This design comes from an exercise in tuning for small area on the open sky130 flow, not from production work.
Function was checked by simulation only, so behaviour that the tests miss may differ from the original.
Power figures rest on the tool's default switching activity, not on a simulated workload.

==> flow/config.mk <==
export PLATFORM = sky130hd
export DESIGN_NAME = gpu_lane
export DESIGN_NICKNAME = gpu_lane
export VERILOG_FILES = /design/flow/design.v
export SDC_FILE = /design/flow/constraint.sdc
export NUM_CORES = 4
export LEC_CHECK = 0
export ABC_AREA = 1
export CAP_MARGIN = 20
export CORE_MARGIN = 2
export CORE_UTILIZATION = 40
export SLEW_MARGIN = 20
export SYNTH_HIERARCHICAL = 1
==> flow/constraint.sdc <==
create_clock -name core_clock -period 12.0 [get_ports {clk}]
set_input_delay 2.4000 -clock core_clock [delete_from_list [all_inputs] [get_ports {clk}]]
set_output_delay 2.4000 -clock core_clock [all_outputs]
set_load 0.01 [all_outputs]
==> flow/design.v <==
module aoi222 (
    input  logic a1, a2, b1, b2, c1, c2,
    output logic y
);
assign y = ~((a1 & a2) | (b1 & b2) | (c1 & c2));
endmodule
module mux16oh (
    input  logic [15:0] d,
    input  logic [15:0] s,
    output logic        y
);
logic [5:0] n;
aoi222 G0 (d[0],  s[0],  d[1],  s[1],  d[2],  s[2],  n[0]);
aoi222 G1 (d[3],  s[3],  d[4],  s[4],  d[5],  s[5],  n[1]);
aoi222 G2 (d[6],  s[6],  d[7],  s[7],  d[8],  s[8],  n[2]);
aoi222 G3 (d[9],  s[9],  d[10], s[10], d[11], s[11], n[3]);
aoi222 G4 (d[12], s[12], d[13], s[13], d[14], s[14], n[4]);
assign n[5] = ~(d[15] & s[15]);
assign y = ~&n;
endmodule
module mux9oh (
    input  logic [8:0] d,
    input  logic [8:0] s,
    input  logic       extra,
    output logic       y
);
logic [2:0] n;
aoi222 G0 (d[0], s[0], d[1], s[1], d[2], s[2], n[0]);
aoi222 G1 (d[3], s[3], d[4], s[4], d[5], s[5], n[1]);
aoi222 G2 (d[6], s[6], d[7], s[7], d[8], s[8], n[2]);
assign y = ~(&n) | extra;
endmodule
module int_fu (
    input  logic [17:0] a,
    input  logic [17:0] b,
    input  logic [4:0]  func,
    output logic [17:0] res
);
localparam logic [4:0] F_ADD = 5'b00000, F_SUB = 5'b00001, F_ABS = 5'b00110,
    F_AND = 5'b00111, F_SLL = 5'b01010, F_SRL = 5'b01011, F_SLT = 5'b11100,
    F_SEQ = 5'b11101, F_LUI = 5'b11111;
logic        sub, cout;
logic [17:0] sum, sh_in, sh_out, a_rev, sh_rev;
always_comb begin
    sub = (func == F_SUB) || (func == F_SLT);
    for (int k = 0; k < 18; k++) a_rev[k] = a[17-k];
    sh_in = func[0] ? a_rev : a;
end
rca #(18) Add (.a(a), .b(b ^ {18{sub}}), .cin(sub), .s(sum), .cout(cout));
always_comb begin
    sh_out = sh_in << b[4:0];
    for (int k = 0; k < 18; k++) sh_rev[k] = sh_out[17-k];
    case (func)
        F_ADD, F_SUB: res = sum;
        F_ABS: res = {1'b0, a[16:0]};
        F_AND: res = a & b;
        F_SLL: res = sh_out;
        F_SRL: res = sh_rev;
        F_SLT: res = {17'b0, ~cout};
        F_SEQ: res = {17'b0, a == b};
        F_LUI: res = b;
        default: res = 18'h0;
    endcase
end
endmodule
module fadd_fu (
    input  logic [17:0] a,
    input  logic [17:0] b,
    input  logic [4:0]  func,
    output logic [17:0] cvtfi_res,
    output logic        d_s,
    output logic [6:0]  d_e,
    output logic [17:0] d_m
);
localparam logic [4:0] F_SUB = 5'b00001, F_CVTIF = 5'b10000, F_CVTFI = 5'b10001,
    F_SLT = 5'b11100, F_SEQ = 5'b11101;
logic        s1, s2, a_gt, is_cvt, fa_s, rb, fa_sub;
logic [17:0] a_neg;
logic [6:0]  e1, e2, fa_e, sa, rsh;
logic [11:0] m1, m2, fa_g, fa_l, fa_u;
logic [17:0] sm, sr;
always_comb begin
    is_cvt = (func == F_CVTFI);
    s1 = a[17];
    e1 = a[16:10];
    m1 = {1'b0, e1 != 7'd0, a[9:0]};
    s2 = b[17] ^ (func == F_SUB || func == F_SLT || func == F_SEQ);
    e2 = b[16:10];
    m2 = {1'b0, e2 != 7'd0, b[9:0]};
    a_gt = a[16:0] > b[16:0];
    fa_g = a_gt ? m1 : m2;
    fa_e = a_gt ? e1 : e2;
    fa_s = a_gt ? s1 : s2;
    if (is_cvt) begin
        fa_l = m1;
        sa = 7'd79 - e1;
    end else if (a_gt) begin
        fa_l = m2;
        sa = e1 - e2;
    end else begin
        fa_l = m1;
        sa = e2 - e1;
    end
    sm = {fa_l, 6'b0};
    sr = sm >> sa;
    rsh = sa - 7'd1;
    rb = (rsh[4:0] < 5'd18) ? sm[rsh[4:0]] : 1'b0;
    fa_sub = (s1 != s2);
    fa_u = fa_g + (sr[17:6] ^ {12{fa_sub}}) + {11'b0, fa_sub};
    if (func == F_CVTIF) begin
        d_s = s1;
        d_e = 7'd63;
        d_m = a_neg;
    end else begin
        d_s = fa_s;
        d_e = fa_e - 7'd10;
        d_m = {6'b0, fa_u};
    end
end
cvt_add CvtAdd (.a(sr ^ {18{s1}}), .c1(s1), .c2(rb), .s(cvtfi_res));
cvt_add Neg (.a(a ^ {18{s1}}), .c1(s1), .c2(1'b0), .s(a_neg));
endmodule
module cvt_add (
    input  logic [17:0] a,
    input  logic        c1,
    input  logic        c2,
    output logic [17:0] s
);
logic c;
fa1 F (.a(a[0]), .b(c1), .ci(c2), .s(s[0]), .co(c));
inc_cs #(17) I (.a(a[17:1]), .cin(c), .s(s[17:1]));
endmodule
module cordic_stage
#(
    parameter int i = 1
)(
    input  logic [1:0]  mc,
    input  logic [16:0] x_i,
    input  logic [15:0] y_i,
    input  logic [15:0] z_i,
    output logic [16:0] x_o,
    output logic [15:0] y_o,
    output logic [15:0] z_o
);
localparam logic [11*17-1:0] arctan_table = {
    17'h04000, 17'h025c8, 17'h013f6, 17'h00a22, 17'h00516, 17'h0028c,
    17'h00146, 17'h000a3, 17'h00051, 17'h00029, 17'h00014
};
localparam logic [16:0] c_circ17 = arctan_table[(10-i)*17 +: 17];
localparam logic [15:0] c_circ = c_circ17[15:0];
localparam logic [15:0] c_lin  = 16'h4000 >> i;
logic sign, xsub, xlin;
logic [16:0] x_sh, y_sh, xb;
logic [15:0] cc, yb, zb;
always_comb begin
    sign = mc[1] ? (y_i[15] ~^ x_i[16]) : z_i[15];
    x_sh = 17'($signed(x_i) >>> i);
    y_sh = 17'($signed({y_i[15], y_i}) >>> i);
    xsub = mc[0] ? sign : ~sign;
    xlin = mc[0] ^ mc[1];
    xb = xlin ? 17'h0 : (y_sh ^ {17{xsub}});
    yb = x_sh[15:0] ^ {16{sign}};
    cc = (mc == 2'd0) ? c_circ : c_lin;
    zb = cc ^ {16{~sign}};
end
add17 AX (.a(x_i), .b(xb), .cin(~xlin & xsub), .s(x_o));
add16 AY (.a(y_i), .b(yb), .cin(sign), .s(y_o));
add16 AZ (.a(z_i), .b(zb), .cin(~sign), .s(z_o));
endmodule
module add17 (
    input  logic [16:0] a,
    input  logic [16:0] b,
    input  logic        cin,
    output logic [16:0] s
);
logic c8, u0;
logic [8:0] h0;
logic [8:1] t;
rca #(8) L  (.a(a[7:0]),  .b(b[7:0]),  .cin(cin),  .s(s[7:0]), .cout(c8));
rca #(9) H0 (.a(a[16:8]), .b(b[16:8]), .cin(1'b0), .s(h0),     .cout(u0));
and_prefix #(8) T (.h(h0[7:0]), .t(t));
assign s[16:8] = h0 ^ ({t, 1'b1} & {9{c8}});
endmodule
module add16 (
    input  logic [15:0] a,
    input  logic [15:0] b,
    input  logic        cin,
    output logic [15:0] s
);
logic c8, u0;
logic [7:0] h0;
logic [7:1] t;
rca #(8) L  (.a(a[7:0]),  .b(b[7:0]),  .cin(cin),  .s(s[7:0]), .cout(c8));
rca #(8) H0 (.a(a[15:8]), .b(b[15:8]), .cin(1'b0), .s(h0),     .cout(u0));
and_prefix #(7) T (.h(h0[6:0]), .t(t));
assign s[15:8] = h0 ^ ({t, 1'b1} & {8{c8}});
endmodule
module and_prefix #(parameter int W = 8) (
    input  logic [W-1:0] h,
    output logic [W:1]   t
);
always_comb begin
    t[1] = h[0];
    for (int k = 2; k <= W; k++) t[k] = t[k-1] & h[k-1];
end
endmodule
module rca #(parameter int W = 8) (
    input  logic [W-1:0] a,
    input  logic [W-1:0] b,
    input  logic         cin,
    output logic [W-1:0] s,
    output logic         cout
);
logic [W:0] c;
assign c[0] = cin;
for (genvar k = 0; k < W; k++) begin : g_bit
    fa1 F (.a(a[k]), .b(b[k]), .ci(c[k]), .s(s[k]), .co(c[k+1]));
end
assign cout = c[W];
endmodule
module fa1 (
    input  logic a,
    input  logic b,
    input  logic ci,
    output logic s,
    output logic co
);
assign s = a ^ b ^ ci;
assign co = (a & b) | (ci & (a ^ b));
endmodule
module cordic_preproc (
    input  logic [17:0] a,
    input  logic [17:0] b,
    input  logic [4:0]  func,
    output logic [16:0] cx,
    output logic [16:0] cy,
    output logic [16:0] cz,
    output logic [1:0]  mc,
    output logic [2:0]  kind,
    output logic        s,
    output logic [6:0]  e,
    output logic [1:0]  ov
);
localparam logic [4:0] F_MUL = 5'b00010, F_DIV = 5'b00100, F_SQRT = 5'b01000,
    F_CVTFR = 5'b10010;
logic [6:0]  e1, e2;
logic [16:0] sq_t, sq_t2, sq_x, sq_y, rad, z0, z0n;
function automatic logic [16:0] radd17(input logic [16:0] a, input logic [16:0] b,
                                       input logic cin);
    logic c;
    c = cin;
    for (int k = 0; k < 17; k++) begin
        radd17[k] = a[k] ^ b[k] ^ c;
        c = (a[k] & b[k]) | (c & (a[k] ^ b[k]));
    end
endfunction
always_comb begin
    e1 = a[16:10];
    e2 = b[16:10];
    sq_t = {3'b001, a[9:0], 4'b0};
    sq_t2 = e1[0] ? sq_t : (sq_t >> 1);
    sq_x = radd17(sq_t2, 17'h01754, 1'b0);
    sq_y = radd17(sq_t2, ~17'h01754, 1'b1);
    rad = a[17:1];
    z0n = radd17(~rad, 17'h10000, 1'b1);
    cx = 17'h0;
    cy = 17'h0;
    cz = 17'h0;
    z0 = 17'h0;
    mc = 2'd1;
    s = 1'b0;
    e = 7'd0;
    ov = 2'd0;
    kind = 3'd2;
    case (func)
        F_MUL: begin
            mc = 2'd1;
            kind = 3'd2;
            s = a[17] ^ b[17];
            e = e1 + e2 - 7'd61;
            if (a[16:0] == 17'b0 || b[16:0] == 17'b0) ov = 2'd2;
            cx = {4'b0001, a[9:0], 3'b0};
            cz = {4'b0001, b[9:0], 3'b0};
        end
        F_DIV: begin
            mc = 2'd2;
            kind = 3'd3;
            s = a[17] ^ b[17];
            e = e1 - e2 + 7'd64;
            if (b[16:0] == 17'b0) ov = 2'd3;
            cx = {3'b001, b[9:0], 4'b0};
            cy = {4'b0001, a[9:0], 3'b0};
        end
        F_SQRT: begin
            mc = 2'd3;
            kind = 3'd4;
            e = {1'b0, e1[6:1]} + 7'd32;
            if (a[17]) ov = 2'd1;
            cx = sq_x;
            cy = sq_y;
        end
        F_CVTFR: begin
            mc = 2'd2;
            kind = 3'd5;
            s = a[17];
            e = e1 - 7'd1;
            cx = {3'b001, 10'h248, 4'b0};
            cy = {4'b0001, a[9:0], 3'b0};
        end
        default: begin  
            mc = 2'd0;
            kind = func[0] ? 3'd4 : 3'd2;
            e = 7'd63;
            s = func[0] ? (rad[16] ^ rad[15]) : rad[16];
            z0 = (rad[16] ^ rad[15]) ? z0n : rad;
            cx = 17'h026dd;
            cy = z0[16] ? 17'h1d923 : 17'h026dd;
            cz = {z0[16:14] + (z0[16] ? 3'b001 : 3'b111), z0[13:0]};
        end
    endcase
    if (a == 18'h3fe00 || b == 18'h3fe00) ov = 2'd1;
end
endmodule
module cordic_postproc (
    input  logic [2:0]  kind,
    input  logic        s_in,
    input  logic [6:0]  e_in,
    input  logic [16:0] x,
    input  logic [16:0] y,
    input  logic [16:0] z,
    output logic        s,
    output logic [6:0]  e,
    output logic [17:0] m
);
logic [16:0] im, mag;
always_comb begin
    case (kind)
        3'd3, 3'd5: im = z;
        3'd4: im = x;
        default: im = y;
    endcase
    s = s_in;
    case (kind)
        3'd0, 3'd1: begin
            e = e_in;
            m = {z[1:0], y[15:0]};
        end
        3'd5: begin
            e = e_in;
            m = {im, 1'b0};
        end
        default: begin
            e = e_in - 7'd14;
            m = {1'b0, mag};
        end
    endcase
end
inc_cs #(17) Mag (.a(im ^ {17{im[16]}}), .cin(im[16]), .s(mag));
endmodule
module fp_normalise (
    input  logic        s,
    input  logic [6:0]  e,
    input  logic [17:0] m,
    input  logic        is_int,
    input  logic        is_cfr,
    input  logic        is_seq,
    input  logic [1:0]  ov,
    output logic [17:0] data,
    output logic        pval
);
logic        found, inc, c_ok;
logic [4:0]  lz;
logic [17:0] v1, v2, v3, v4, v5, c_m, rounded, res;
logic [6:0]  n_e, c_exp, c_amt;
logic [30:0] c_w;
logic [14:0] c_r15;
logic [16:0] c_out;
always_comb begin
    found = |m;
    lz[4] = (m[17:2] == 16'h0);
    v1 = lz[4] ? {m[1:0], 16'h0} : m;
    lz[3] = (v1[17:10] == 8'h0);
    v2 = lz[3] ? {v1[9:0], 8'h0} : v1;
    lz[2] = (v2[17:14] == 4'h0);
    v3 = lz[2] ? {v2[13:0], 4'h0} : v2;
    lz[1] = (v3[17:16] == 2'h0);
    v4 = lz[1] ? {v3[15:0], 2'h0} : v3;
    lz[0] = ~v4[17];
    v5 = lz[0] ? {v4[16:0], 1'b0} : v4;
    n_e = found ? e + 7'd17 - {2'b00, lz} : 7'd0;
    inc = v5[6] & (v5[7] | (|v5[5:0]));
end
inc_cs #(18) Round (.a({s, n_e, v5[16:7]}), .cin(inc), .s(rounded));
always_comb begin
    if (m[17:14] == 4'b0001) begin
        c_exp = e - 7'd1;
        c_m = {m[16:0], 1'b0};
    end else if (m[17:13] == 5'b00001) begin
        c_exp = e - 7'd2;
        c_m = {m[15:0], 2'b0};
    end else begin
        c_exp = 7'h0;
        c_m = 18'h0;
    end
    c_ok = (c_exp >= 7'd50) && (c_exp <= 7'd76);
    c_amt = 7'd76 - c_exp;
    c_w = {c_m, 13'h0};
    c_r15 = c_ok ? 15'(c_w >> c_amt[4:0]) : 15'h0;
end
inc_cs #(17) CNeg (.a({c_r15, 2'b0} ^ {17{s}}), .cin(s), .s(c_out));
always_comb begin
    case (ov)
        2'd1: res = 18'h3fe00;
        2'd2: res = 18'h0;
        2'd3: res = {s, 17'h1fc00};
        default: res = is_cfr ? {c_out, 1'b0} : rounded;
    endcase
    if (is_int) begin
        data = m;
        pval = m[0];
    end else begin
        data = res;
        pval = is_seq ? (rounded[16:0] == 17'h0) : rounded[17];
    end
end
endmodule
module inc_cs #(parameter int W = 18) (
    input  logic [W-1:0] a,
    input  logic         cin,
    output logic [W-1:0] s
);
localparam int L = W / 2;
logic [L:0]   c;
logic [W-L:0] d;
logic [W-1:L] h1;
assign c[0] = cin;
for (genvar k = 0; k < L; k++) begin : g_lo
    ha1 H (.a(a[k]), .b(c[k]), .s(s[k]), .co(c[k+1]));
end
assign d[0] = 1'b1;
for (genvar k = L; k < W; k++) begin : g_hi
    ha1 H (.a(a[k]), .b(d[k-L]), .s(h1[k]), .co(d[k-L+1]));
end
assign s[W-1:L] = c[L] ? h1 : a[W-1:L];
endmodule
module ha1 (
    input  logic a,
    input  logic b,
    output logic s,
    output logic co
);
assign s = a ^ b;
assign co = a & b;
endmodule
module cvtfc_fu (
    input logic [17:0] tf18_value,
    output logic [8:0] colour_index
);
logic [6:0] shift_amount;
logic [10:0] shifted_value;
always_comb begin
    shifted_value = 11'h0;
    if (tf18_value[17]) begin
        colour_index = 9'd0;
        shift_amount = 7'h0;
    end else if (tf18_value >= 18'h0fc00) begin
        colour_index = 9'd511;
        shift_amount = 7'h0;
    end else if (tf18_value == 18'h800ff) begin
        colour_index = 9'd1;
        shift_amount = 7'h0;
    end else begin
        shift_amount = 7'd63 - tf18_value[16:10];
        shifted_value = {1'b1, tf18_value[9:0]} >> shift_amount;
        colour_index = shifted_value[9:1] + 9'b1;
    end
end
endmodule
module disp_fu (
    input logic [8:0] colour_index,
    output logic [23:0] rgb
);
localparam logic [32*8-1:0] ch_b = {
    8'hff,
    8'hfe,
    8'hfd,
    8'hfb,
    8'hf9,
    8'hf5,
    8'hf2,
    8'hed,
    8'he8,
    8'he3,
    8'hdd,
    8'hd6,
    8'hcf,
    8'hc7,
    8'hbf,
    8'hb7,
    8'had,
    8'ha4,
    8'h9a,
    8'h90,
    8'h85,
    8'h7a,
    8'h6f,
    8'h63,
    8'h57,
    8'h4b,
    8'h3f,
    8'h33,
    8'h26,
    8'h19,
    8'h0d,
    8'h00
};
localparam logic [64*8-1:0] ch_c = {
    8'h00,
    8'h06,
    8'h0d,
    8'h13,
    8'h19,
    8'h20,
    8'h26,
    8'h2c,
    8'h33,
    8'h39,
    8'h3f,
    8'h45,
    8'h4b,
    8'h51,
    8'h57,
    8'h5d,
    8'h63,
    8'h69,
    8'h6f,
    8'h74,
    8'h7a,
    8'h80,
    8'h85,
    8'h8a,
    8'h90,
    8'h95,
    8'h9a,
    8'h9f,
    8'ha4,
    8'ha9,
    8'had,
    8'hb2,
    8'hb7,
    8'hbb,
    8'hbf,
    8'hc3,
    8'hc7,
    8'hcb,
    8'hcf,
    8'hd3,
    8'hd6,
    8'hda,
    8'hdd,
    8'he0,
    8'he3,
    8'he6,
    8'he8,
    8'heb,
    8'hed,
    8'hf0,
    8'hf2,
    8'hf4,
    8'hf5,
    8'hf7,
    8'hf9,
    8'hfa,
    8'hfb,
    8'hfc,
    8'hfd,
    8'hfe,
    8'hfe,
    8'hff,
    8'hff,
    8'hff
};
logic [8:0] index_m1;
logic [5:0] i;
logic [3:0] j;
logic [4:0] ib;
logic [7:0] a, b, c;
logic white;
always_comb begin
    white = (colour_index == 9'd511) || (colour_index == 9'd0);
    index_m1 = colour_index - 9'd1;
    i = index_m1[8:3];
    j = i[3:0];
    if (i[5:4] == 2'b00)
        a = (j == 4'd0) ? 8'h80 : {1'b0, ~j, 2'b11, j < 4'd11};
    else if (i[5:4] == 2'b11)
        a = 8'hff;
    else
        a = {i[5], j, i[5] ? (j >= 4'd11 ? 3'd5 : 3'd4) : (j >= 4'd6 ? 3'd3 : 3'd2)};
    ib = i[5] ? ~i[4:0] : i[4:0];
    b = ch_b[ib*8 +: 8];
    c = ch_c[i*8 +: 8];
    rgb = white ? 24'hffffff : {c, b, a};
end
endmodule
module gpu_lane
(
    input logic clk,
    input logic stall,
    input logic [31:0] instr,
    input logic [3:0] thread_num,
    input logic [17:0] block_idx,
    input logic [8:0] mmu_read_data,
    output logic mmu_write_en,
    output logic mmu_write_force,
    output logic [8:0] mmu_write_data,
    output logic [17:0] mmu_addr,
    output logic [23:0] rgb_val,
    output logic disp_valid
);
localparam logic [4:0] F_ADD = 5'b00000, F_SUB = 5'b00001, F_MUL = 5'b00010,
    F_DIV = 5'b00100, F_ABS = 5'b00110, F_AND = 5'b00111, F_SQRT = 5'b01000,
    F_SLL = 5'b01010, F_SRL = 5'b01011, F_CVTIF = 5'b10000, F_CVTFI = 5'b10001,
    F_CVTFR = 5'b10010, F_CVTFC = 5'b10011, F_SLT = 5'b11100, F_SEQ = 5'b11101,
    F_LUI = 5'b11111;
localparam logic [2:0] K_INT = 3'd0, K_FADD = 3'd1, K_CY = 3'd2, K_CZ = 3'd3,
    K_CX = 3'd4, K_CFR = 3'd5;
localparam logic [1:0] OV_NONE = 2'd0, OV_NAN = 2'd1, OV_ZERO = 2'd2, OV_INF = 2'd3;
logic [3:0]  d_thread;
logic [17:0] d_bidx;
logic [30:0] d_ins;      
always_ff @(posedge clk) begin
    if (!stall) begin
        d_thread <= thread_num;
        d_bidx <= block_idx;
        d_ins <= {instr[31:5], instr[3:0]};
    end
end
logic [31:0] ri;
logic [2:0]  r_opc;
logic        r_is_imm;
logic [17:0] r_imm;
logic [17:0] r_reg1, r_reg2;
logic        r_pred;
logic        w_wen, w_pwen, w_pval;
logic [17:0] w_data;
logic [3:0]  w_thr;
logic [2:0]  w_idx;
always_comb begin
    ri = {d_ins[30:4], 1'b0, d_ins[3:0]};
    r_opc = ri[31:29];
    r_is_imm = (r_opc == 3'b001) || (r_opc == 3'b010);
    r_imm = (r_opc == 3'b001) ? {{6{ri[27]}}, ri[26:15]} : {ri[27:15], ri[9:5]};
end
logic [16*144-1:0] rf_regs;
logic [15:0]       rf_preds;
logic [15:0]       rf_toh;
logic [143:0]      rf_row;
logic [8:0]        rs1_oh, rs2_oh;
always_comb begin
    for (int t = 0; t < 16; t++)
        rf_toh[t] = (d_thread == 4'(t));
    for (int k = 0; k < 8; k++) begin
        rs1_oh[k] = ({~ri[7], ri[6:5]} == 3'(k)) && (ri[8:7] != 2'b00);
        rs2_oh[k] = ({~ri[17], ri[16:15]} == 3'(k)) && (ri[18:17] != 2'b00);
    end
    rs1_oh[8] = (ri[8:5] == 4'd1);
    rs2_oh[8] = (ri[18:15] == 4'd1);
end
for (genvar b = 0; b < 144; b++) begin : g_row
    logic [15:0] col;
    always_comb
        for (int t = 0; t < 16; t++)
            col[t] = rf_regs[t*144 + b];
    mux16oh M (.d(col), .s(rf_toh), .y(rf_row[b]));
end
for (genvar b = 0; b < 18; b++) begin : g_port
    logic [8:0] d;
    logic e1, e2;
    always_comb begin
        for (int k = 0; k < 8; k++)
            d[k] = rf_row[k*18 + b];
        d[8] = d_bidx[b];
        e1 = ((b == 3) && ri[8:5] == 4'd2) || ((b == 0 || b == 2) && ri[8:5] == 4'd3);
        e2 = ((b == 3) && ri[18:15] == 4'd2) || ((b == 0 || b == 2) && ri[18:15] == 4'd3);
    end
    mux9oh P1 (.d(d), .s(rs1_oh), .extra(e1), .y(r_reg1[b]));
    mux9oh P2 (.d(d), .s(rs2_oh), .extra(e2), .y(r_reg2[b]));
end
mux16oh PredMux (.d(rf_preds), .s(rf_toh), .y(r_pred));
always_ff @(posedge clk) begin
    for (int t = 0; t < 16; t++) begin
        for (int k = 0; k < 8; k++) begin
            if (w_wen && w_thr == 4'(t) && w_idx == 3'(k))
                rf_regs[t*144 + k*18 +: 18] <= w_data;
        end
        if (w_pwen && w_thr == 4'(t))
            rf_preds[t] <= w_pval;
    end
end
logic [17:0] f_a, f_b;
logic [8:0]  f_w;
logic [2:0]  f_opc;
logic [4:0]  f_func;
logic        f_pred;
logic [3:0]  f_thread, f_rd;
always_ff @(posedge clk) begin
    if (!stall) begin
        f_a <= r_reg1;
        f_b <= r_is_imm ? r_imm : r_reg2;
        f_w <= r_reg2[8:0];
        f_opc <= r_opc;
        f_func <= ri[14:10];
        f_pred <= ~ri[28] | r_pred;
        f_thread <= d_thread;
        f_rd <= ri[3:0];
    end
end
logic is_f, is_int, is_fadd, is_cordic, is_mem, is_cvtfc, is_cvt, pred_setter;
always_comb begin
    is_f = (f_opc == 3'b011);
    is_int = (f_opc == 3'b000) || (f_opc == 3'b001) || (f_opc == 3'b010)
           || (is_f && f_func == F_ABS);
    is_fadd = is_f && (f_func == F_ADD || f_func == F_SUB || f_func == F_CVTIF
                    || f_func == F_CVTFI || f_func == F_SLT || f_func == F_SEQ);
    is_cordic = is_f && (f_func == F_MUL || f_func == F_DIV || f_func == F_SQRT
                      || f_func == F_SLL || f_func == F_SRL || f_func == F_CVTFR);
    is_mem = (f_opc == 3'b100);
    is_cvtfc = is_f && (f_func == F_CVTFC);
    is_cvt = (f_func == F_CVTFI);
    pred_setter = (f_func == F_SLT) || (f_func == F_SEQ);
    mmu_write_en = is_mem & f_func[0] & f_pred;
    mmu_write_force = is_mem & (f_func[1:0] == 2'b01);
    mmu_write_data = f_w;
    mmu_addr = f_a;
    disp_valid = (f_opc == 3'b110);
end
disp_fu DispFU (
    .colour_index(f_a[8:0]),
    .rgb(rgb_val)
);
logic [8:0] cvtfc_result;
cvtfc_fu CvtfcFU (
    .tf18_value(f_a),
    .colour_index(cvtfc_result)
);
logic [17:0] int_res, cvtfi_res, fd_m;
logic        fd_s;
logic [6:0]  fd_e;
logic [16:0] cx, cy, cz;
logic [1:0]  c_mc, c_ov;
logic        c_s;
logic [6:0]  c_e;
logic [2:0]  c_kind;
int_fu IntFU (.a(f_a), .b(f_b), .func(f_func), .res(int_res));
fadd_fu FAddFU (.a(f_a), .b(f_b), .func(f_func), .cvtfi_res(cvtfi_res),
                .d_s(fd_s), .d_e(fd_e), .d_m(fd_m));
cordic_preproc CordicPreproc (.a(f_a), .b(f_b), .func(f_func), .cx(cx), .cy(cy),
    .cz(cz), .mc(c_mc), .kind(c_kind), .s(c_s), .e(c_e), .ov(c_ov));
logic        int_rw, int_sp, fadd_v, cor_v, s_wen, s_pwen;
logic [17:0] s_data;
logic [16:0] s_x;
logic [15:0] s_y, s_z;
logic [1:0]  s_mc, s_ov;
logic [2:0]  s_kind;
logic        s_s;
logic [6:0]  s_e;
always_comb begin
    int_rw = (is_int | is_cvtfc | is_mem | is_cvt) & f_pred;
    int_sp = (is_int | is_cvtfc) & pred_setter & f_pred;
    fadd_v = is_fadd & ~is_cvt & f_pred;
    cor_v = is_cordic & f_pred;
    s_wen = (int_rw | fadd_v | cor_v) & (f_rd[3:2] != 2'b00);
    s_pwen = int_sp | (fadd_v & pred_setter);
    if (is_int | is_cvtfc)
        s_data = is_cvtfc ? {9'b0, cvtfc_result} : int_res;
    else if (is_cvt)
        s_data = cvtfi_res;
    else if (is_mem)
        s_data = 18'h0;      
    else
        s_data = fd_m;
    if (is_cordic) begin
        s_x = cx;
        s_y = cy[15:0];
        s_z = cz[15:0];
        s_mc = c_mc;
        s_kind = c_kind;
        s_s = c_s;
        s_e = c_e;
        s_ov = c_ov;
    end else begin
        s_x = 17'h0;
        s_y = s_data[15:0];
        s_z = {14'h0, s_data[17:16]};
        s_mc = 2'd1;
        s_kind = (int_rw | int_sp) ? K_INT : K_FADD;
        s_s = fd_s;
        s_e = fd_e;
        s_ov = {1'b0, f_func == F_SEQ};
    end
end
typedef struct packed {
    logic [1:0] mc;
    logic [2:0] kind;
    logic       s;
    logic [6:0] e;
    logic [1:0] ov;
    logic       wen;
    logic       pwen;
    logic [3:0] thr;
    logic [2:0] idx;
} meta_t;
meta_t       s_meta;
meta_t       p1_m, p2_m, p3_m, p4_m, p5_m, p6_m;
logic [16:0] p1_x, p2_x, p3_x, p4_x, p5_x, p6_x;
logic [15:0] p1_y, p1_z, p2_y, p2_z, p3_y, p3_z;
logic [15:0] p4_y, p4_z, p5_y, p5_z, p6_y, p6_z;
logic        p1_mem;
always_comb begin
    s_meta.mc = s_mc;
    s_meta.kind = s_kind;
    s_meta.s = s_s;
    s_meta.e = s_e;
    s_meta.ov = s_ov;
    s_meta.wen = s_wen;
    s_meta.pwen = s_pwen;
    s_meta.thr = f_thread;
    s_meta.idx = {~f_rd[2], f_rd[1:0]};
end
logic [16:0] a1x, a2x, a3x, a4x, b4x, a5x, a6x, a7x, a8x, a9x, a10x;
logic [15:0] a1y, a1z, a2y, a2z;
logic [15:0] a3y, a3z, a4y, a4z;
logic [15:0] b4y, b4z, a5y, a5z;
logic [15:0] a6y, a6z, a7y, a7z;
logic [15:0] a8y, a8z, a9y, a9z;
logic [15:0] a10y, a10z;
cordic_stage #(1)  St1  (p1_m.mc, p1_x, p1_y, p1_z, a1x, a1y, a1z);
cordic_stage #(2)  St2  (p1_m.mc, a1x, a1y, a1z, a2x, a2y, a2z);
cordic_stage #(3)  St3  (p2_m.mc, p2_x, p2_y, p2_z, a3x, a3y, a3z);
cordic_stage #(4)  St4a (p2_m.mc, a3x, a3y, a3z, a4x, a4y, a4z);
cordic_stage #(4)  St4b (p3_m.mc, p3_x, p3_y, p3_z, b4x, b4y, b4z);
cordic_stage #(5)  St5  (p3_m.mc, p3_m.mc == 2'd3 ? b4x : p3_x,
                                  p3_m.mc == 2'd3 ? b4y : p3_y,
                                  p3_m.mc == 2'd3 ? b4z : p3_z, a5x, a5y, a5z);
cordic_stage #(6)  St6  (p4_m.mc, p4_x, p4_y, p4_z, a6x, a6y, a6z);
cordic_stage #(7)  St7  (p4_m.mc, a6x, a6y, a6z, a7x, a7y, a7z);
cordic_stage #(8)  St8  (p5_m.mc, p5_x, p5_y, p5_z, a8x, a8y, a8z);
cordic_stage #(9)  St9  (p5_m.mc, a8x, a8y, a8z, a9x, a9y, a9z);
cordic_stage #(10) St10 (p6_m.mc, p6_x, p6_y, p6_z, a10x, a10y, a10z);
always_ff @(posedge clk) begin
    p1_m <= s_meta; p1_x <= s_x; p1_y <= s_y; p1_z <= s_z; p1_mem <= is_mem;
    p2_m <= p1_m;   p2_x <= a2x; p2_y <= a2y | {7'h0, {9{p1_mem}} & mmu_read_data}; p2_z <= a2z;
    p3_m <= p2_m;   p3_x <= a4x; p3_y <= a4y; p3_z <= a4z;
    p4_m <= p3_m;   p4_x <= a5x; p4_y <= a5y; p4_z <= a5z;
    p5_m <= p4_m;   p5_x <= a7x; p5_y <= a7y; p5_z <= a7z;
    p6_m <= p5_m;   p6_x <= a9x; p6_y <= a9y; p6_z <= a9z;
end
logic        q_s_in;
logic [6:0]  q_e_in;
logic [17:0] q_m_in;
cordic_postproc CordicPostproc (.kind(p6_m.kind), .s_in(p6_m.s), .e_in(p6_m.e),
    .x(a10x), .y({a10y[15], a10y}), .z({a10z[15], a10z}), .s(q_s_in), .e(q_e_in), .m(q_m_in));
logic        q_s, q_int, q_cfr, q_seq, q_wen, q_pwen;
logic [6:0]  q_e;
logic [17:0] q_m;
logic [1:0]  q_ov;
logic [3:0]  q_thr;
logic [2:0]  q_idx;
always_ff @(posedge clk) begin
    q_s <= q_s_in;
    q_e <= q_e_in;
    q_m <= q_m_in;
    q_int <= (p6_m.kind == K_INT);
    q_cfr <= (p6_m.kind == K_CFR);
    q_seq <= p6_m.ov[0];
    q_ov <= (p6_m.kind == K_INT || p6_m.kind == K_FADD) ? OV_NONE : p6_m.ov;
    q_wen <= p6_m.wen;
    q_pwen <= p6_m.pwen;
    q_thr <= p6_m.thr;
    q_idx <= p6_m.idx;
end
logic [17:0] r_data_in;
logic        pv;
fp_normalise FpNormalise (.s(q_s), .e(q_e), .m(q_m), .is_int(q_int), .is_cfr(q_cfr),
    .is_seq(q_seq), .ov(q_ov), .data(r_data_in), .pval(pv));
typedef struct packed {
    logic        wen;
    logic        pwen;
    logic        pval;
    logic [17:0] data;
    logic [3:0]  thr;
    logic [2:0]  idx;
} wb_t;
wb_t r_in, r8, r9, r10, r11;
always_comb begin
    r_in.wen = q_wen;
    r_in.pwen = q_pwen;
    r_in.pval = pv;
    r_in.data = r_data_in;
    r_in.thr = q_thr;
    r_in.idx = q_idx;
end
always_ff @(posedge clk) begin
    r8 <= r_in;
    r9 <= r8;
    r10 <= r9;
    r11 <= r10;
end
always_comb begin
    w_wen = r11.wen;
    w_pwen = r11.pwen;
    w_pval = r11.pval;
    w_data = r11.data;
    w_thr = r11.thr;
    w_idx = r11.idx;
end
endmodule
==> flow/flow/run.sh <==
#!/bin/bash
# Standard layout with two changes:
#  - ABC maps the logic for area (amap) instead of delay: a copy of the ORFS
#    scripts folder with abc_area.script replaced;
#  - clock tree: larger sink clusters and no dummy loads.
set -euo pipefail
here=$(pwd)
rm -rf "$here/scripts_area"
cp -r "$FLOW_HOME/scripts" "$here/scripts_area"
cp "$here/flow/abc_area.script" "$here/scripts_area/abc_area.script"
export SCRIPTS_DIR="$here/scripts_area"
export CTS_ARGS="-sink_clustering_enable -repair_clock_nets -buf_list sky130_fd_sc_hd__clkbuf_8 -dont_use_dummy_load -sink_clustering_size 14 -sink_clustering_max_diameter 55"
bash "$here/standard.sh" > "$here/standard_flow.log" 2>&1
==> flow/flow/abc_area.script <==
strash
dch
amap
topo
dnsize -c
==> flow/standard.sh <==
#!/bin/bash
# synth_recipe.tcl (not shown) runs the flow's synth.tcl, then flattens the netlist and writes it again
# the make line also repeats each setting of config.mk as NAME=value (left out here)
make -C /OpenROAD-flow-scripts/flow DESIGN_CONFIG=/design/flow/config.mk WORK_HOME=/design/flow/orfs CLKGATE_MAP_FILE= SYNTH_SCRIPT=/design/flow/synth_recipe.tcl "${@:-finish}"
==> run summary, run 1 <==
- STA classifies the critical path startpoint as a register.
- The worst hold slack after final layout is 275 ps.
- The finished cells cover 145000 sq um.
- The overall die height is 577 um.
- In this run the worst setup path terminates at p6_x[16].
- Clock-pin slew was measured on the worst setup and hold paths at 90 ps.
- The number of violations of the max-capacitance limit is 0.
- In the layout the commonest cells are 2435 x sky130_fd_sc_hd__edfxtp_1, 934 x sky130_fd_sc_hd__nand2_1, 852 x sky130_fd_sc_hd__a222oi_1.
- The part of the total power dissipated in the clock network is 0.144.
- The total leakage power is 48.8 nW.
- Row generation in the floorplan step produced 210 rows.
- Across all register-to-register paths, the minimum setup slack is 570 ps.
- After detailed placement, the design holds a cell count of 14000.
- The area growth from synthesis to layout is 10.6%.
- Summed over all layers, the routed wires come to 389000 um.
- The nature of the critical path endpoint is a register.
- The die area is 333000 sq um.
- The worst reg2reg path endpoint is p6_x[16].
- The startpoint of the most critical register-to-register path is p5_m[23].
- In the final routed layout, each cell accounts on average for 27.3 um.
- The root buffer cell chosen for the clock tree is sky130_fd_sc_hd__clkbuf_8.
- Cell internal power was estimated by the tool at 0.0222 W.
- In this run the worst setup path begins at p5_m[23].
- The post-detailed-route count of antenna-violating nets is 0.
- The most numerous cell type found on the critical path is sky130_fd_sc_hd__fa_1.
- The total count of hold-check failures in the final report is 0.
- Summing every instance area after synthesis gives 131000 sq um.
- The via count normalized by instance count is 6.11.
- The warning count from the yosys run is 27.
- The congestion estimate from routability-driven global placement came to 0.961.
- In the final layout, the share of cells above drive strength 1 is 0.0788.
- The die span in x is 577 um.
- The max-slew violation count came to 0.
- The detailed-route DRC error count is 0.
- The depth of the CTS H-tree is 5.
- Headroom to the max-slew limit came out at 0.181.
- Hold repair after CTS inserted 0 buffers.
- In this run the most critical hold path is launched from r10[18].
- The average instance in the mapped netlist occupies 14.3 sq um.
- The run finished with no timing, DRC or antenna violations.
- The effective utilization at floorplan is 0.402.
- The maximum number of pins on one net before global-route repair is 100.
- For the pin with the worst max-slew slack, the measured transition is 1230 ps.
- Once layout is complete, the utilization of the core stands at 0.444.
- The non-filler instance count after layout is 14300.
- Of the total power, the share spent switching nets is 0.403.
- The global-route track usage on met2 is 0.354.
- The clock buffer count from CTS is 291.
- The cell count after synthesis came out at 9207.
- The via count of the first global-routing pass is 84200.
- Across the routed clock network, the largest skew measured is 198 ps.
- VDD sags by at most 0.283 mV.
- The number of I/O pins is 119.
- The buffer levels on the longest clock path is 4.
- The met1 track utilization from global routing is 0.320.
- Power spread over the standard cell area amounts to 256 nW/um^2.
- By startpoint and endpoint, the worst setup path is classified as reg2reg.
- The count of buffers added on input and output ports is 117.
- The classification of the worst-slack hold path is reg2reg.
- The first-pass GRT wire length is 564000 um.
- The shortest clock period the worst path allows after layout is 11430 ps.
- The post-detailed-placement half-perimeter wirelength is 257000 um.
- The required time at the endpoint of the critical path is 12840 ps.
- Setup repair after global routing left no endpoint under its margin.
- The pre-antenna-repair detailed-routing pass consisted of 15 iterations.
- Across all layers, the routed design uses 87100 vias.
- For this design, the sink count on the clock tree is 3026.
- For this design the total switching power over the nets is 0.0150 W.
- The library cell used most frequently in the layout, excluding fill and tap cells, is sky130_fd_sc_hd__edfxtp_1.
- After floorplanning, the core was sized to cover 327000 sq um.
- The number of antenna violations at the first check in global routing is 10.
- The proportion of power drawn by flip-flops and latches is 0.397.
- The data arrival time of the critical path is 12270 ps.
- Of the total power, combinational logic draws 0.459.
- For this run, the top clock speed supported by timing is 87.5 MHz.
- For this run, the total global-route usage over all layers was measured as 0.227.
- Global routing finished with a remaining overflow of 0.
- In this run the worst path has a maximum fanout of 18.
- The slowest stage of the critical path is the sky130_fd_sc_hd__o21ai_0 cell.
- The share of the clock period used by the worst path after layout is 0.952.
- The clock latency at the later pin of the worst-skew pair is 1130 ps.
- met2 is the most crowded layer.
- The clock tree from TritonCTS is yes.
- The placed instances occupy a cell area of 141000 sq um.
- The number of failing setup endpoints in the final timing report is 0.
- The starting DRC count in detailed routing is 13800.
- The largest single stage delay on the critical path is 640 ps.
- The met3 usage is 0.0364.
- The final layout net count is 10800.
- The number of cells on the worst reg-to-reg path is 31.
-- power groups by stage --
stage                     Combinational, W  Clock (W)  Sequential (W)
final                               0.0171    0.00536          0.0148
after global routing                0.0193    0.00584          0.0149
after CTS                           0.0169    0.00550          0.0148
after detailed placement            0.0169          0          0.0150
after global placement              0.0162          0          0.0150
after floorplan                     0.0116          0          0.0149
-- worst min path at each step --
stage              end  cells past startpoint
3_3_place_gp    r11[8]                      0
4_1_cts        r11[18]                      0
6_report       r11[18]                      0
2_1_floorplan  p2_m[0]                      0
3_5_place_dp    r11[9]                      0
5_1_grt        r11[18]                      0
-- final cells by class --
| type | count | area [sq um] |
|---|---|---|
| timing repair buffer | 424 | 3710 |
| antenna | 5 | 12.5 |
| sequential | 3026 | 85000 |
| tap | 4346 | 5440 |
| multi-input combinational | 5794 | 45700 |
| fill | 29100 | 182000 |
| inverter | 383 | 1460 |
| clock buffer | 291 | 4010 |
-- worst max-delay path, delay by kind of cell, from the launching register on --
family / cells / cell delay, ps
AO/OA/AOI/OAI: 9 / 2440
adder cells (fa/ha/maj): 18 / 7390
buffers and inverters: 4 / 950
flip-flops: 1 / 550
-- state kept, by name (all words and copies together), names as in the netlist, 18 cells and up --
signal	flops
d_bidx	18
d_ins	31
f_a	18
f_b	18
p1_m	24
p2_m	24
p3_m	24
p4_m	24
p5_m	24
p6_m	24
q_m	18
r10	28
r11	28
r8	28
r9	28
rf_regs	2304
-- per-stage QoR --
step,setup slack (ps),power [W],setup TNS (ps)
after floorplan,-110,0.0265,-110
after global placement,694,0.0312,0
after detailed placement,386,0.0319,0
after CTS,410,0.0373,0
after global routing,31.6,0.0400,0
final,575,0.0372,0
-- timing repair --
item | in CTS | in global routing
buffers inserted | 0 | 1
gates resized for setup | 0 | 5
endpoints found under the setup margin | 0 | 28
-- routing by layer --
layer  share of wire  vias up  wire, um
met4           0.041        2     15900
li1                -    38400         -
met2            0.45     4629    175000
met3            0.10      659     39100
met5        0.000033        -        13
met1            0.41    43500    159000
==> run 2: changes to the inputs <==
--- a/flow/design.v
+++ b/flow/design.v
@@ -31,4 +31,31 @@
 assign y = ~(&n) | extra;
 endmodule
+module rf_wdec (
+    input  logic         wen,
+    input  logic         pwen,
+    input  logic [3:0]   thr,
+    input  logic [2:0]   idx,
+    output logic [127:0] en,
+    output logic [127:0] en_n,
+    output logic [15:0]  pen,
+    output logic [15:0]  pen_n
+);
+always_comb begin
+    for (int w = 0; w < 128; w++) begin
+        en[w] = wen && ({thr, idx} == 7'(w));
+        en_n[w] = ~en[w];
+    end
+    for (int t = 0; t < 16; t++) begin
+        pen[t] = pwen && (thr == 4'(t));
+        pen_n[t] = ~pen[t];
+    end
+end
+endmodule
+module inv1 (
+    input  logic a,
+    output logic y
+);
+assign y = ~a;
+endmodule
 module int_fu (
     input  logic [17:0] a,
@@ -43,5 +70,5 @@
 logic [17:0] sum, sh_in, sh_out, a_rev, sh_rev;
 always_comb begin
-    sub = (func == F_SUB) || (func == F_SLT);
+    sub = (func == F_SUB) || (func == F_SLT) || (func == F_SEQ);
     for (int k = 0; k < 18; k++) a_rev[k] = a[17-k];
     sh_in = func[0] ? a_rev : a;
@@ -58,5 +85,5 @@
         F_SRL: res = sh_rev;
         F_SLT: res = {17'b0, ~cout};
-        F_SEQ: res = {17'b0, a == b};
+        F_SEQ: res = {17'b0, sum == 18'h0};
         F_LUI: res = b;
         default: res = 18'h0;
@@ -168,4 +195,25 @@
 add16 AZ (.a(z_i), .b(zb), .cin(~sign), .s(z_o));
 endmodule
+module cordic_stage4h (
+    input  logic [1:0]  mc,
+    input  logic [16:0] x_i,
+    input  logic [15:0] y_i,
+    output logic [16:0] x_o,
+    output logic [15:0] y_o
+);
+logic hyp, sign;
+logic [16:0] x_sh, y_sh, xb;
+logic [15:0] yb;
+always_comb begin
+    hyp = (mc == 2'd3);
+    sign = y_i[15] ~^ x_i[16];
+    x_sh = 17'($signed(x_i) >>> 4);
+    y_sh = 17'($signed({y_i[15], y_i}) >>> 4);
+    xb = hyp ? (y_sh ^ {17{sign}}) : 17'h0;
+    yb = hyp ? (x_sh[15:0] ^ {16{sign}}) : 16'h0;
+end
+add17 AX (.a(x_i), .b(xb), .cin(hyp & sign), .s(x_o));
+add16 AY (.a(y_i), .b(yb), .cin(hyp & sign), .s(y_o));
+endmodule
 module add17 (
     input  logic [16:0] a,
@@ -630,10 +678,10 @@
 logic [17:0] d_bidx;
 logic [30:0] d_ins;      
+logic ld;
+inv1 StallN (.a(stall), .y(ld));
 always_ff @(posedge clk) begin
-    if (!stall) begin
-        d_thread <= thread_num;
-        d_bidx <= block_idx;
-        d_ins <= {instr[31:5], instr[3:0]};
-    end
+    d_thread <= (thread_num & {4{ld}}) | (d_thread & {4{stall}});
+    d_bidx <= (block_idx & {18{ld}}) | (d_bidx & {18{stall}});
+    d_ins <= ({instr[31:5], instr[3:0]} & {31{ld}}) | (d_ins & {31{stall}});
 end
 logic [31:0] ri;
@@ -689,13 +737,13 @@
 end
 mux16oh PredMux (.d(rf_preds), .s(rf_toh), .y(r_pred));
+logic [127:0] rf_we, rf_we_n;
+logic [15:0]  rf_pe, rf_pe_n;
+rf_wdec WDec (.wen(w_wen), .pwen(w_pwen), .thr(w_thr), .idx(w_idx), .en(rf_we),
+              .en_n(rf_we_n), .pen(rf_pe), .pen_n(rf_pe_n));
 always_ff @(posedge clk) begin
-    for (int t = 0; t < 16; t++) begin
-        for (int k = 0; k < 8; k++) begin
-            if (w_wen && w_thr == 4'(t) && w_idx == 3'(k))
-                rf_regs[t*144 + k*18 +: 18] <= w_data;
-        end
-        if (w_pwen && w_thr == 4'(t))
-            rf_preds[t] <= w_pval;
-    end
+    for (int w = 0; w < 128; w++)
+        rf_regs[w*18 +: 18] <= (w_data & {18{rf_we[w]}})
+                             | (rf_regs[w*18 +: 18] & {18{rf_we_n[w]}});
+    rf_preds <= ({16{w_pval}} & rf_pe) | (rf_preds & rf_pe_n);
 end
 logic [17:0] f_a, f_b;
@@ -706,14 +754,12 @@
 logic [3:0]  f_thread, f_rd;
 always_ff @(posedge clk) begin
-    if (!stall) begin
-        f_a <= r_reg1;
-        f_b <= r_is_imm ? r_imm : r_reg2;
-        f_w <= r_reg2[8:0];
-        f_opc <= r_opc;
-        f_func <= ri[14:10];
-        f_pred <= ~ri[28] | r_pred;
-        f_thread <= d_thread;
-        f_rd <= ri[3:0];
-    end
+    f_a <= (r_reg1 & {18{ld}}) | (f_a & {18{stall}});
+    f_b <= ((r_is_imm ? r_imm : r_reg2) & {18{ld}}) | (f_b & {18{stall}});
+    f_w <= (r_reg2[8:0] & {9{ld}}) | (f_w & {9{stall}});
+    f_opc <= (r_opc & {3{ld}}) | (f_opc & {3{stall}});
+    f_func <= (ri[14:10] & {5{ld}}) | (f_func & {5{stall}});
+    f_pred <= ((~ri[28] | r_pred) & ld) | (f_pred & stall);
+    f_thread <= (d_thread & {4{ld}}) | (f_thread & {4{stall}});
+    f_rd <= (ri[3:0] & {4{ld}}) | (f_rd & {4{stall}});
 end
 logic is_f, is_int, is_fadd, is_cordic, is_mem, is_cvtfc, is_cvt, pred_setter;
@@ -832,5 +878,5 @@
 logic [15:0] a1y, a1z, a2y, a2z;
 logic [15:0] a3y, a3z, a4y, a4z;
-logic [15:0] b4y, b4z, a5y, a5z;
+logic [15:0] b4y, a5y, a5z;
 logic [15:0] a6y, a6z, a7y, a7z;
 logic [15:0] a8y, a8z, a9y, a9z;
@@ -840,8 +886,6 @@
 cordic_stage #(3)  St3  (p2_m.mc, p2_x, p2_y, p2_z, a3x, a3y, a3z);
 cordic_stage #(4)  St4a (p2_m.mc, a3x, a3y, a3z, a4x, a4y, a4z);
-cordic_stage #(4)  St4b (p3_m.mc, p3_x, p3_y, p3_z, b4x, b4y, b4z);
-cordic_stage #(5)  St5  (p3_m.mc, p3_m.mc == 2'd3 ? b4x : p3_x,
-                                  p3_m.mc == 2'd3 ? b4y : p3_y,
-                                  p3_m.mc == 2'd3 ? b4z : p3_z, a5x, a5y, a5z);
+cordic_stage4h    St4b (p3_m.mc, p3_x, p3_y, b4x, b4y);
+cordic_stage #(5)  St5  (p3_m.mc, b4x, b4y, p3_z, a5x, a5y, a5z);
 cordic_stage #(6)  St6  (p4_m.mc, p4_x, p4_y, p4_z, a6x, a6y, a6z);
 cordic_stage #(7)  St7  (p4_m.mc, a6x, a6y, a6z, a7x, a7y, a7z);
==> run 2 against run 1 <==
Still clean. Via count is 29% higher. Clock skew is 59 ps lower. Total power is 3.4% lower. Combinational power is 4% higher. Critical path type unchanged. Critical endpoint is now p2_x[16]. Largest cell class is now multi-input gates.
==> run summary, run 2 <==
- The length of the first detailed-routing pass in iterations is 15 (unchanged).
- The number of violations of the max-capacitance limit is 0 (unchanged).
- The number of filler cells placed in the layout is 31400 (+8.2%).
- The core area is 318000 sq um (-2.7%).
- STA classifies the critical path startpoint as a register.
- The warning count from the yosys run is 29 (+7.4%).
- The netlist area before placement is 128000 sq um (-2.5%).
- The maximum single-stage delay on the critical path came to 480 ps (-160 ps).
- The number of I/O pins is 119 (unchanged).
- The nature of the critical path endpoint is a register.
- The critical path's most frequent cell is sky130_fd_sc_hd__fa_1.
- The clock net sink count is 3026 (unchanged).
- The overall die height is 570 um (-1.2%).
- The startpoint of the lowest-slack hold path is r8[10].
- The wire length reported by the detailed router is 454000 um (+17%).
- The total count of hold-check failures in the final report is 0 (unchanged).
- The total leakage power was 51.0 nW (+4.4%).
- The share of the clock period used by the worst path after layout was 0.938 (-0.0141).
- The maximum number of pins on one net before global-route repair is 112 (+12%).
- In this run the worst hold path is classified as reg2reg.
- The die span in x is 570 um (-1.2%).
- The area of all placed cells without fillers is 141000 sq um (-3.2%).
- The clock tree from TritonCTS is yes.
- The max-slew violation count is 0 (unchanged).
- The clock latency at the later pin of the worst-skew pair came to 1100 ps (-30 ps).
- The total global routing track utilization is 0.270 (+0.0426).
- For hold timing, the worst endpoint is r9[10].
- The starting DRC count in detailed routing was 15800 (+15%).
- The placer congestion estimate is 0.986 (+2.6%).
- The number of failing setup endpoints in the final timing report is 0 (unchanged).
- The required time at the endpoint of the critical path is 12900 ps (+60 ps).
- The via count of the first global-routing pass came to 104000 (+24%).
- The routed length per instance was 24.0 um (-12%).
- The register clock-pin slew on the reported worst setup and hold paths is 80 ps (about the same).
- The setup slack after placement is 287 ps (-99.6 ps).
- The clock buffer count from CTS is 292 (+0.34%).
- The number of placement rows was 207 (-1.4%).
- The slack of the worst reg-to-reg path came to 740 ps (+170 ps).
- The total negative slack for setup checks was 0 ps (unchanged).
- The area of placed instances is 137000 sq um (-3.2%).
- The root buffer cell is sky130_fd_sc_hd__clkbuf_8.
- Ranked by flip-flop count, first place goes to rf_regs.
- The worst register-to-register path ends at p2_x[16].
- The worst clock skew was 138 ps (-59.4 ps).
- The maximum vdd ir drop came to 0.269 mV (-4.8%).
- The buffer and inverter count on the worst path is 4 (unchanged).
- The cell count of the worst hold path is 0 (unchanged).
- The worst hold slack after final layout was 272 ps (-2.70 ps).
- The total number of vias was 112000 (+29%).
- The number of buffers inserted by port buffering is 117 (unchanged).
- The largest registers in the layout are rf_regs: 2304 flops, d_ins: 31 flops.
- The worst-path maximum fanout is 12 (-6).
- The power density over cell area is 255 nW/um^2 (-0.19%).
- The total grt overflow is 0 (unchanged).
- The instance count of the mapped netlist was 14100 (+54%).
- The first-pass GRT wire length is 674000 um (+20%).
- The effective utilization at floorplan is 0.402 (+0.000860).
- The post-detailed-placement half-perimeter wirelength came to 298000 um (+16%).
- The buffer levels on the longest clock path is 4 (unchanged).
- The startpoint identified for the worst register-to-register timing path is p1_x[16].
- The worst-case reg-to-reg path depth is 34 (+9.7%).
- The final layout net count came to 15600 (+45%).
- The class of the most critical setup path is reg2reg.
- The leading cell type in the layout, fill and taps excluded is sky130_fd_sc_hd__nand2_1.
- The count of hold buffers inserted by post-cts repair is 0 (unchanged).
- The kind of cell with the highest combined delay along the critical path is adder cells.
- The post-detailed-route count of antenna-violating nets is 0 (unchanged).
- The worst-margin pin slew is 1380 ps (+152 ps).
- The top cell types in the final layout, fill and taps aside, are 3248 x sky130_fd_sc_hd__nand2_1, 3024 x sky130_fd_sc_hd__dfxtp_1, 2842 x sky130_fd_sc_hd__o21ai_0.
- The area growth from synthesis to layout is 9.79%.
- The proportion of layout cells with a drive suffix above 1 is 0.0406 (-0.0383).
- The die area is 325000 sq um (-2.5%).
- The data arrival time of the critical path was 12160 ps (-110 ps).
- The slack of the critical path came to 743 ps (+169 ps).
- The cell with the largest stage delay on the worst path is sky130_fd_sc_hd__fa_1.
- Setup repair after global routing left no endpoint under its margin.
- The run finished with no timing, DRC or antenna violations.
- The average size of a mapped cell was 9.06 sq um (-37%).
- The number of antenna violations at the first check in global routing is 21 (+11).
- The max-slew headroom at the worst pin is 0.0807 (-0.100).
- The via count normalized by instance count came to 5.93 (-2.9%).
- The number of flip-flops in the largest register is 2304 (unchanged).
- The shortest clock period the worst path allows after layout is 11260 ps (-169 ps).
- The depth of the CTS H-tree is 5 (unchanged).
- The upper clock frequency limit is 88.8 MHz (+1.5%).
- The detailed-route DRC error count is 0 (unchanged).
==> run 2: metal layers <==
metal,GRT usage,share of wire,wire length [um]
met5,0,0.00011,48
met4,0.119,0.049,22300
met3,0.0487,0.098,44400
met2,0.393,0.42,190000
met1,0.386,0.44,198000
==> run 2: stage by stage <==
stage / instances / utilization / power, W
CTS: 18900 / 0.442 / 0.0360
floorplan: 14200 / - / 0.0249
global route: 18900 / 0.442 / 0.0391
detailed placement: 18600 / 0.429 / 0.0305
finish: 19000 / 0.442 / 0.0359
global placement: 18600 / 0.429 / 0.0302
==> run 2: layout make-up <==
| cell class | count | area (sq um) | share of cell area |
|---|---|---|---|
| timing repair buffer | 331 | 2900 | 0.0206 |
| multi-input combinational | 10400 | 65300 | 0.464 |
| antenna | 10 | 25.0 | 0.000178 |
| tap | 4180 | 5230 | 0.0372 |
| sequential | 3026 | 60600 | 0.431 |
| clock buffer | 292 | 4020 | 0.0286 |
| inverter | 668 | 2610 | 0.0186 |
==> run 2: report_power, final <==
part	switching (W)	internal (W)	total, W	leakage [nW]
Clock	0.00335	0.00217	0.00552	2.10
Combinational	0.0113	0.00642	0.0177	24.2
Sequential	0.000946	0.0117	0.0127	24.6
==> run 2: worst max path at each step <==
stage / cells past startpoint / to / startpoint / slack, ps
after floorplan: 34 / p3_x[16] / p2_m[23] / -110
after global placement: 34 / p5_x[15] / p4_m[23] / 450
after detailed placement: 33 / p6_x[15] / p5_m[23] / 290
after CTS: 33 / p6_x[15] / p5_m[23] / 220
after global routing: 37 / p6_x[15] / p5_m[23] / 10
final: 34 / p2_x[16] / p1_x[16] / 740
==> run 2: timing repair <==
item	CTS	global route
buffers inserted	0	2
endpoints found under the setup margin	0	31
resized for setup	0	6
endpoints found under the hold margin	0	0
==> run 3: changes to the inputs <==
--- a/flow/flow/run.sh
+++ b/flow/flow/run.sh
@@ -10,4 +10,4 @@
 cp "$here/flow/abc_area.script" "$here/scripts_area/abc_area.script"
 export SCRIPTS_DIR="$here/scripts_area"
-export CTS_ARGS="-sink_clustering_enable -repair_clock_nets -buf_list sky130_fd_sc_hd__clkbuf_8 -dont_use_dummy_load -sink_clustering_size 14 -sink_clustering_max_diameter 55"
+export CTS_ARGS="-sink_clustering_enable -repair_clock_nets -buf_list sky130_fd_sc_hd__clkbuf_8 -dont_use_dummy_load -sink_clustering_size 16 -sink_clustering_max_diameter 60"
 bash "$here/standard.sh" > "$here/standard_flow.log" 2>&1
==> run 3 against run 2 <==
Highest routed layer unchanged. Critical path type unchanged. Critical endpoint unchanged. Maximum frequency fell by 0.77%. Still clean. Hold slack improved by 13 ps. Worst setup slack got worse by 87 ps. Wire length fell by 0.19%.
==> run summary, run 3 <==
- Among all stages on the critical path, the largest delay is contributed by sky130_fd_sc_hd__fa_1.
- The depth of the CTS H-tree is 4 (-1).
- The shortest clock period the worst path allows after layout is 11340 ps (+87.4 ps).
- The switching power as a share of total power is 0.437 (+0.00353).
- The worst clock skew came to 191 ps (+52.7 ps).
- The total leakage power is 50.6 nW (-0.78%).
- The area of placed instances came to 137000 sq um (unchanged).
- The run finished with no timing, DRC or antenna violations.
- The buffer and inverter count on the worst path is 4 (unchanged).
- The clock net sink count was 3026 (unchanged).
- The number of I/O pins came to 119 (unchanged).
- The via count of the first global-routing pass is 103000 (-0.72%).
- Setup repair after global routing left no endpoint under its margin.
- The register clock-pin slew on the reported worst setup and hold paths came to 100 ps (+20 ps).
- The number of flip-flops in the largest register is 2304 (unchanged).
- The effective utilization at floorplan came to 0.402 (unchanged).
- TritonCTS built the clock tree.
- The number of failing setup endpoints in the final timing report is 0 (unchanged).
- The worst-case reg-to-reg path depth was 34 (unchanged).
- The terminating pin of the worst hold path is p5_m[1].
- The wire length reported by the detailed router is 453000 um (-0.19%).
- The worst-path maximum fanout is 12 (unchanged).
- The internal power contribution was 0.0199 W (-2.1%).
- The startpoint of the most critical register-to-register path is p1_y[15].
- The slack of the worst reg-to-reg path was 660 ps (-90 ps).
- The number of placement rows is 207 (unchanged).
- The number of antenna violations at the first check in global routing is 22 (+4.8%).
- The number of buffers inserted by port buffering came to 117 (unchanged).
- The die span in x is 570 um (unchanged).
- The sort of element at the start of the critical path is a register.
- The data arrival time of the critical path is 12270 ps (+110 ps).
- The total number of vias is 112000 (-0.39%).
- The post-detailed-route count of antenna-violating nets is 0 (unchanged).
- The die area is 325000 sq um (unchanged).
- The power density over cell area is 253 nW/um^2 (-0.93%).
- The post-detailed-placement half-perimeter wirelength is 298000 um (unchanged).
- The core area was 318000 sq um (unchanged).
- The total count of hold-check failures in the final report is 0 (unchanged).
- The number of violations of the max-capacitance limit was 0 (unchanged).
- The upper clock frequency limit is 88.2 MHz (-0.77%).
- The netlist area before placement is 128000 sq um (unchanged).
- Leaving out fill and tap cells, the most frequent cell in the layout is sky130_fd_sc_hd__nand2_1.
- The buffer levels on the longest clock path came to 4 (unchanged).
- The final layout net count is 15600 (-0.34%).
- The overall die height is 570 um (unchanged).
- The part of the total power dissipated in the clock network is 0.141 (-0.013).
- The detailed-route DRC error count is 0 (unchanged).
- The starting DRC count in detailed routing is 16400 (+3.2%).
- The first-pass GRT wire length came to 674000 um (about the same).
- The cell count of the worst hold path was 0 (unchanged).
- The library cells used most frequently in the layout, excluding fill and tap cells, are 3248 x sky130_fd_sc_hd__nand2_1, 3024 x sky130_fd_sc_hd__dfxtp_1, 2842 x sky130_fd_sc_hd__o21ai_0.
- Relative to the synthesized area, the layout overhead comes to 9.21%.
- The routed length per instance is 24.0 um (about the same).
- The placer congestion estimate is 0.986 (unchanged).
- The maximum single-stage delay on the critical path is 460 ps (-20 ps).
- The critical path's most frequent cell is sky130_fd_sc_hd__fa_1.
- The instance count of the mapped netlist is 14100 (unchanged).
- The root buffer cell is sky130_fd_sc_hd__clkbuf_8.
- The total negative slack for setup checks is 0 ps (unchanged).
- The combinational share of power is 0.500 (+0.007).
- The clock buffer count from CTS is 236 (-19%).
- The worst hold path begins at p4_m[1].
- The required time at the endpoint of the critical path came to 12930 ps (+30 ps).
- The total global routing track utilization was 0.269 (-0.000282).
- The maximum vdd ir drop was 0.268 mV (-0.34%).
- The total grt overflow is 0 (unchanged).
- The worst-margin pin slew is 1320 ps (-54.1 ps).
- The number of filler cells placed in the layout is 31500 (+0.19%).
- The class of the most critical setup path is reg2reg.
- The largest registers in the layout are rf_regs: 2304 flops, d_ins: 31 flops.
- The clock latency at the later pin of the worst-skew pair was 1150 ps (+50 ps).
- The warning count from the yosys run is 29 (unchanged).
- The length of the first detailed-routing pass in iterations is 14 (-1).
- The maximum number of pins on one net before global-route repair is 112 (unchanged).
- The average size of a mapped cell was 9.06 sq um (unchanged).
- The power spent charging and discharging nets came to 0.0155 W (-0.66%).
- The max-slew headroom at the worst pin is 0.117 (+0.0360).
- The path class of the tightest hold or removal check is reg2reg.
- The largest register by flop count is rf_regs.
- The share of the clock period used by the worst path after layout is 0.945 (+0.00728).
- The via count normalized by instance count is 5.92 (-0.14%).
- The proportion of layout cells with a drive suffix above 1 is 0.0371 (-0.00353).
- The proportion of power drawn by flip-flops and latches is 0.358 (+0.005).
- The max-slew violation count was 0 (unchanged).
- STA classifies the critical path endpoint as a register.
- The worst hold slack after final layout was 285 ps (+12.6 ps).
- In this run the critical register-to-register path is captured at p2_x[16].
- The area of all placed cells without fillers is 140000 sq um (-0.53%).
- Broken down by cell family, the worst path's largest delay share belongs to adder cells.
[run 3: cell types whose count changed in the layout (fill, tap and decap cells not counted), sizes merged]
cell / before / now
clkbuf: 294 / 239
diode: 10 / 14
buf: 213 / 215
[run 3: power groups by stage]
stage | clock, W | sequential, W | combinational (W)
after detailed placement | 0 | 0.0129 | 0.0176
after CTS | 0.00510 | 0.0127 | 0.0177
after floorplan | 0 | 0.0126 | 0.0123
after global placement | 0 | 0.0129 | 0.0173
final | 0.00500 | 0.0127 | 0.0177
after global routing | 0.00546 | 0.0128 | 0.0202
[run 3: metrics by stage]
stage	setup slack, ps	instances	util	total power [W]
floorplan	-110	14200	-	0.0249
global placement	453	18600	0.429	0.0302
detailed placement	287	18600	0.429	0.0305
CTS	232	18900	0.439	0.0354
global route	26.0	18900	0.439	0.0385
finish	656	18900	0.439	0.0354
[run 3: worst max-delay path by stage]
| stage | startpoint | slack [ps] | cells after the start | endpoint |
|---|---|---|---|---|
| 4_1_cts | p4_y[15] | 230 | 35 | p5_x[15] |
| 6_report | p1_y[15] | 660 | 34 | p2_x[16] |
| 3_3_place_gp | p4_m[23] | 450 | 34 | p5_x[15] |
| 2_1_floorplan | p2_m[23] | -110 | 34 | p3_x[16] |
| 3_5_place_dp | p5_m[23] | 290 | 33 | p6_x[15] |
| 5_1_grt | p5_m[23] | 30 | 37 | p6_x[12] |
[run 3: layout make-up]
type	instances	area, sq um	area share
antenna	14	35.0	0.000250
clock buffer	236	3250	0.0232
inverter	668	2610	0.0187
multi-input combinational	10400	65300	0.467
sequential	3026	60600	0.433
tap	4180	5230	0.0374
timing repair buffer	334	2920	0.0209
[run 3: layer usage]
| metal | vias to the layer above | global-route usage | part of all wire |
|---|---|---|---|
| li1 | 52700 | - | - |
| met1 | 53300 | 0.390 | 0.44 |
| met2 | 5137 | 0.397 | 0.42 |
| met3 | 794 | 0.0433 | 0.095 |
| met4 | 6 | 0.109 | 0.045 |
| met5 | - | 0 | 0.000090 |
[run 3: what timing repair did]
| action | in CTS | in global routing |
|---|---|---|
| hold buffers | 0 | 0 |
| endpoints found under the setup margin | 0 | 29 |
| buffers inserted | 0 | 2 |
| gates resized for setup | 0 | 5 |
| endpoints found under the hold margin | 0 | 0 |

[port drivers added, routing unchanged]
No port has a modelled driver above. Below, the same layouts with a new extraction and two added sets of constraints. Step 1 (the two cells are an assumption about what drives the block):
set clk [get_ports {clk}]
set_driving_cell -lib_cell sky130_fd_sc_hd__clkbuf_16 $clk
set_driving_cell -lib_cell sky130_fd_sc_hd__buf_2 [delete_from_list [all_inputs] $clk]
Step 2, shift: input delay + t, output delay - t, t = (earliest + latest rising clock arrival at the registers) / 2. This alone moves slack from input paths to output paths. a / b / c = ideal ports / drivers / drivers and shift; a / b = the first two.
run	t, ns	setup slack, ns	hold slack, ns	cell pins on the clock port's net
run 1	1.095	0.575 / 0.575 / 0.575	0.275 / 0.275 / 0.275	1
run 2	1.132	0.743 / 0.743 / 0.743	0.272 / 0.272 / 0.272	1
run 3	1.149	0.656 / 0.656 / 0.656	0.285 / 0.285 / 0.285	1
After both steps every run listed still meets setup and hold.
